From an optimization exercise on the open Yosys and OpenROAD flow, aimed at small area and a short achievable clock period; shortcuts taken in it are not production practice.
At most, simulation tests tie the RTL to the original design; equivalence was not proved.
Power and IR drop assume default switching activity.

oak:
==> flow/design.v <==
module altfp_divider_33 (clk_en, clock, dataa, datab, result);
    input         clk_en;
    input         clock;
    input  [31:0] dataa;
    input  [31:0] datab;
    output [31:0] result;
    localparam NIT = 24;           
    localparam NDLY = 33 - 4 - NIT - 2;
    reg        s1_s;
    reg [7:0]  s1_ea, s1_eb;
    reg [22:0] s1_fa, s1_nfb;    
    always @(posedge clock) if (clk_en) begin
        s1_s  <= dataa[31] ^ datab[31];
        s1_ea <= dataa[30:23];
        s1_eb <= datab[30:23];
        s1_fa <= dataa[22:0];
        s1_nfb <= ~datab[22:0];
    end
    wire a_zero = (s1_ea == 8'd0);
    wire b_zero = (s1_eb == 8'd0);
    wire a_max  = (s1_ea == 8'hff);
    wire b_max  = (s1_eb == 8'hff);
    wire a_nan  = a_max & (s1_fa != 23'd0);
    wire b_nan  = b_max & (s1_nfb != {23{1'b1}});
    wire a_inf  = a_max & ~a_nan;
    wire b_inf  = b_max & ~b_nan;
    wire r_nan  = a_nan | b_nan | (a_zero & b_zero) | (a_inf & b_inf);
    wire r_big  = r_nan | a_inf | b_zero;           
    wire r_spec = r_big | a_zero | b_inf;           
    wire [24:0] cmp_d;
    wire cmp_c;
    div_sub25 u_cmp (.x({2'b01, s1_fa}), .nfb(s1_nfb), .d(cmp_d), .c(cmp_c));
    wire a_lt_b = ~cmp_c;
    reg        s2_s, s2_lt, s2_nan, s2_big, s2_spec;
    reg [9:0]  s2_e;        
    reg [22:0] s2_fa;
    reg [22:0] s2_nfb;
    always @(posedge clock) if (clk_en) begin
        s2_s    <= s1_s;
        s2_lt   <= a_lt_b;
        s2_nan  <= r_nan;
        s2_big  <= r_big;
        s2_spec <= r_spec;
        s2_e    <= {2'b00, s1_ea} - {2'b00, s1_eb};
        s2_fa   <= s1_fa;
        s2_nfb  <= s1_nfb;
    end
    wire [9:0]  e_n  = s2_e + (s2_lt ? 10'd126 : 10'd127);
    wire ovf  = ~e_n[9] & (e_n[8] | (e_n[7:0] == 8'hff));
    wire unf  = e_n[9] | (e_n[8:0] == 9'd0);
    wire big  = s2_big | (~s2_spec & ovf);
    wire kill = s2_spec | ovf | unf;
    reg        s2b_s, s2b_kill, s2b_nan;
    reg [7:0]  s2b_e;
    reg [24:0] s2b_dvd;
    reg [22:0] s2b_nfb;
    always @(posedge clock) if (clk_en) begin
        s2b_s    <= s2_s;
        s2b_kill <= kill;
        s2b_nan  <= s2_nan;
        s2b_e    <= big ? 8'hff : (kill ? 8'h00 : e_n[7:0]);
        s2b_dvd  <= s2_lt ? {1'b1, s2_fa, 1'b0} : {1'b0, 1'b1, s2_fa};
        s2b_nfb  <= s2_nfb;
    end
    wire [24:0] r3;
    wire r3_c;
    div_sub25 u_first (.x(s2b_dvd), .nfb(s2b_nfb), .d(r3), .c(r3_c));
    reg        s3_s;
    reg [7:0]  s3_e;
    reg [22:0] s3_fb;       
    reg [23:0] s3_r;
    always @(posedge clock) if (clk_en) begin
        s3_s  <= s2b_s;
        s3_e  <= s2b_e;
        s3_fb <= s2b_kill ? {23{1'b1}} : s2b_nfb;
        s3_r  <= s2b_kill ? {1'b0, s2b_nan, 22'd0} : r3[23:0];
    end
    wire        it_s  [0:NIT];
    wire [7:0]  it_e  [0:NIT];
    wire [22:0] it_fb [0:NIT];      
    wire [23:0] it_r  [0:NIT];
    wire [NIT-1:0] it_q [0:NIT];
    assign it_s[0]  = s3_s;
    assign it_e[0]  = s3_e;
    assign it_fb[0] = s3_fb;
    assign it_r[0]  = s3_r;
    assign it_q[0]  = {NIT{1'b0}};
    genvar k;
    generate
        for (k = 0; k < NIT; k = k + 1) begin : g_it
            wire [24:0] t;
            wire q;
            div_sub25 u_sub (.x({it_r[k], 1'b0}), .nfb(it_fb[k]), .d(t), .c(q));
            reg        s;
            reg [7:0]  e;
            reg [22:0] fb;
            reg [23:0] r;
            reg [NIT-1:0] qq;
            always @(posedge clock) if (clk_en) begin
                s  <= it_s[k];
                e  <= it_e[k];
                fb <= it_fb[k];
                r  <= q ? t[23:0] : {it_r[k][22:0], 1'b0};
                qq <= {it_q[k][NIT-2:0], q};
            end
            assign it_s[k+1]  = s;
            assign it_e[k+1]  = e;
            assign it_fb[k+1] = fb;
            assign it_r[k+1]  = r;
            assign it_q[k+1]  = qq;
        end
    endgenerate
    reg        st_s, st_st;
    reg [7:0]  st_e;
    reg [23:0] st_q;
    always @(posedge clock) if (clk_en) begin
        st_s  <= it_s[NIT];
        st_e  <= it_e[NIT];
        st_q  <= it_q[NIT];
        st_st <= |it_r[NIT];
    end
    wire inc = st_q[0] & (st_st | st_q[1]);
    wire [22:0] frac = st_q[23:1] + {22'd0, inc};
    wire [31:0] rd [0:NDLY];
    reg  [31:0] rd0;
    always @(posedge clock) if (clk_en) rd0 <= {st_s, st_e, frac};
    assign rd[0] = rd0;
    generate
        for (k = 0; k < NDLY; k = k + 1) begin : g_dly
            reg [31:0] d;
            always @(posedge clock) if (clk_en) d <= rd[k];
            assign rd[k+1] = d;
        end
    endgenerate
    assign result = rd[NDLY];
endmodule
module div_sub25 (x, nfb, d, c);
    input  [24:0] x;
    input  [22:0] nfb;
    output [24:0] d;
    output        c;
    wire [24:0] nd = {2'b10, nfb};           
    wire [24:0] g = x & nd;
    wire [24:0] p = x ^ nd;
    wire [24:0] gl [0:5];
    wire [24:0] pl [0:5];
    assign gl[0] = {g[24:1], g[0] | p[0]};
    assign pl[0] = {p[24:1], 1'b0};
    genvar l, i;
    generate
        for (l = 0; l < 5; l = l + 1) begin : g_l
            for (i = 0; i < 25; i = i + 1) begin : g_b
                if (((i >> l) & 1) == 1) begin : g_m
                    localparam integer J = ((i >> l) << l) - 1;
                    localparam integer LO = (i >> (l + 1)) << (l + 1);
                    if (LO == 0) begin : g_g
                        div_gcell u (.gh(gl[l][i]), .ph(pl[l][i]), .gl(gl[l][J]), .g(gl[l+1][i]));
                        assign pl[l+1][i] = 1'b0;
                    end else begin : g_gp
                        div_gpcell u (.gh(gl[l][i]), .ph(pl[l][i]), .gl(gl[l][J]), .pl(pl[l][J]),
                                      .g(gl[l+1][i]), .p(pl[l+1][i]));
                    end
                end else begin : g_p
                    assign gl[l+1][i] = gl[l][i];
                    assign pl[l+1][i] = pl[l][i];
                end
            end
        end
    endgenerate
    wire [25:0] cy = {gl[5], 1'b1};
    assign d = p ^ cy[24:0];
    assign c = cy[25];
endmodule
module div_gcell (gh, ph, gl, g);
    input gh, ph, gl;
    output g;
    assign g = gh | (ph & gl);
endmodule
module div_gpcell (gh, ph, gl, pl, g, p);
    input gh, ph, gl, pl;
    output g, p;
    assign g = gh | (ph & gl);
    assign p = ph & pl;
endmodule
export LEC_CHECK = 0
export CAP_MARGIN = 20
export CORE_MARGIN = 2
export CORE_UTILIZATION = 60
export PLACE_DENSITY = 0.7
export SETUP_SLACK_MARGIN = 2.7
export SLEW_MARGIN = 20
export SYNTH_HIERARCHICAL = 1
create_clock -name core_clock -period 5.0 [get_ports {clock}]
run.sh (not shown) runs the stock make flow with config.mk's settings and CLKGATE_MAP_FILE= SYNTH_SCRIPT=/design/flow/synth_recipe.tcl, a recipe that flattens the netlist after the stock synthesis.
Setup changes, oak to pine
--- a/flow/design.v
+++ b/flow/design.v
@@ -30,24 +30,24 @@
     wire [24:0] cmp_d;
     wire cmp_c;
     div_sub25 u_cmp (.x({2'b01, s1_fa}), .nfb(s1_nfb), .d(cmp_d), .c(cmp_c));
     wire a_lt_b = ~cmp_c;
     reg        s2_s, s2_lt, s2_nan, s2_big, s2_spec;
-    reg [9:0]  s2_e;        
+    reg [9:0]  s2_e;
     reg [22:0] s2_fa;
     reg [22:0] s2_nfb;
     always @(posedge clock) if (clk_en) begin
         s2_s    <= s1_s;
         s2_lt   <= a_lt_b;
         s2_nan  <= r_nan;
         s2_big  <= r_big;
         s2_spec <= r_spec;
-        s2_e    <= {2'b00, s1_ea} - {2'b00, s1_eb};
+        s2_e    <= {2'b00, s1_ea} - {2'b00, s1_eb} + 10'd127;
         s2_fa   <= s1_fa;
         s2_nfb  <= s1_nfb;
     end
-    wire [9:0]  e_n  = s2_e + (s2_lt ? 10'd126 : 10'd127);
+    wire [9:0]  e_n  = s2_e - {9'd0, s2_lt};
     wire ovf  = ~e_n[9] & (e_n[8] | (e_n[7:0] == 8'hff));
     wire unf  = e_n[9] | (e_n[8:0] == 9'd0);
     wire big  = s2_big | (~s2_spec & ovf);
     wire kill = s2_spec | ovf | unf;
     reg        s2b_s, s2b_kill, s2b_nan;
## What came out
The clock-buffer cell count in pine was lower than what oak gave.
Against oak as the reference, pine delivers a lower final worst slack.
Between pine and oak, it is pine whose total power is lower, by about 1.5%.
Measured against each other, oak and pine differ in routed wire length, the higher figure coming from oak.
Comparing oak and pine, the lower part of the total power dissipated in the clock network is on pine.
Of the two values seen for critical-path cell with the highest stage delay, sky130_fd_sc_hd__edfxtp_1 was produced by oak and sky130_fd_sc_hd__or4_4 by pine.
In pine, global-route met1 utilization is lower than in oak.
Any difference in share of total power in combinational logic between pine and oak is small enough to ignore.
No functional check of the RTL was part of pine.

re-timing with driven ports:
Ports are ideal in the flow. The routed layouts listed here were re-timed in OpenROAD.
Step 1, drivers: a clkbuf_16 drives clock and a buf_2 each remaining input, both assumed.
Step 2, shift: input delay + t, output delay - t, t = (earliest + latest rising clock arrival at the registers) / 2. This alone moves slack from input paths to output paths.
Slacks: ideal ports / drivers / drivers and shift; pairs: ideal ports / drivers.
run | shift t [ns] | slack for setup (ns) | hold slack, ns | worst setup path at the end | worst slew at a driven data input, ns
oak | 0.922 | 2.374 / 2.374 / 2.097 | 0.395 / 0.395 / 0.395 | input to register | 0.08
pine | 0.915 | 2.314 / 2.314 / 2.063 | 0.399 / 0.399 / 0.399 | input to register | 0.08
After both steps every run listed still meets setup and hold. The setup slack of oak, which loses most, moves by 0.000 ns with the drivers and by -0.277 ns with both steps.
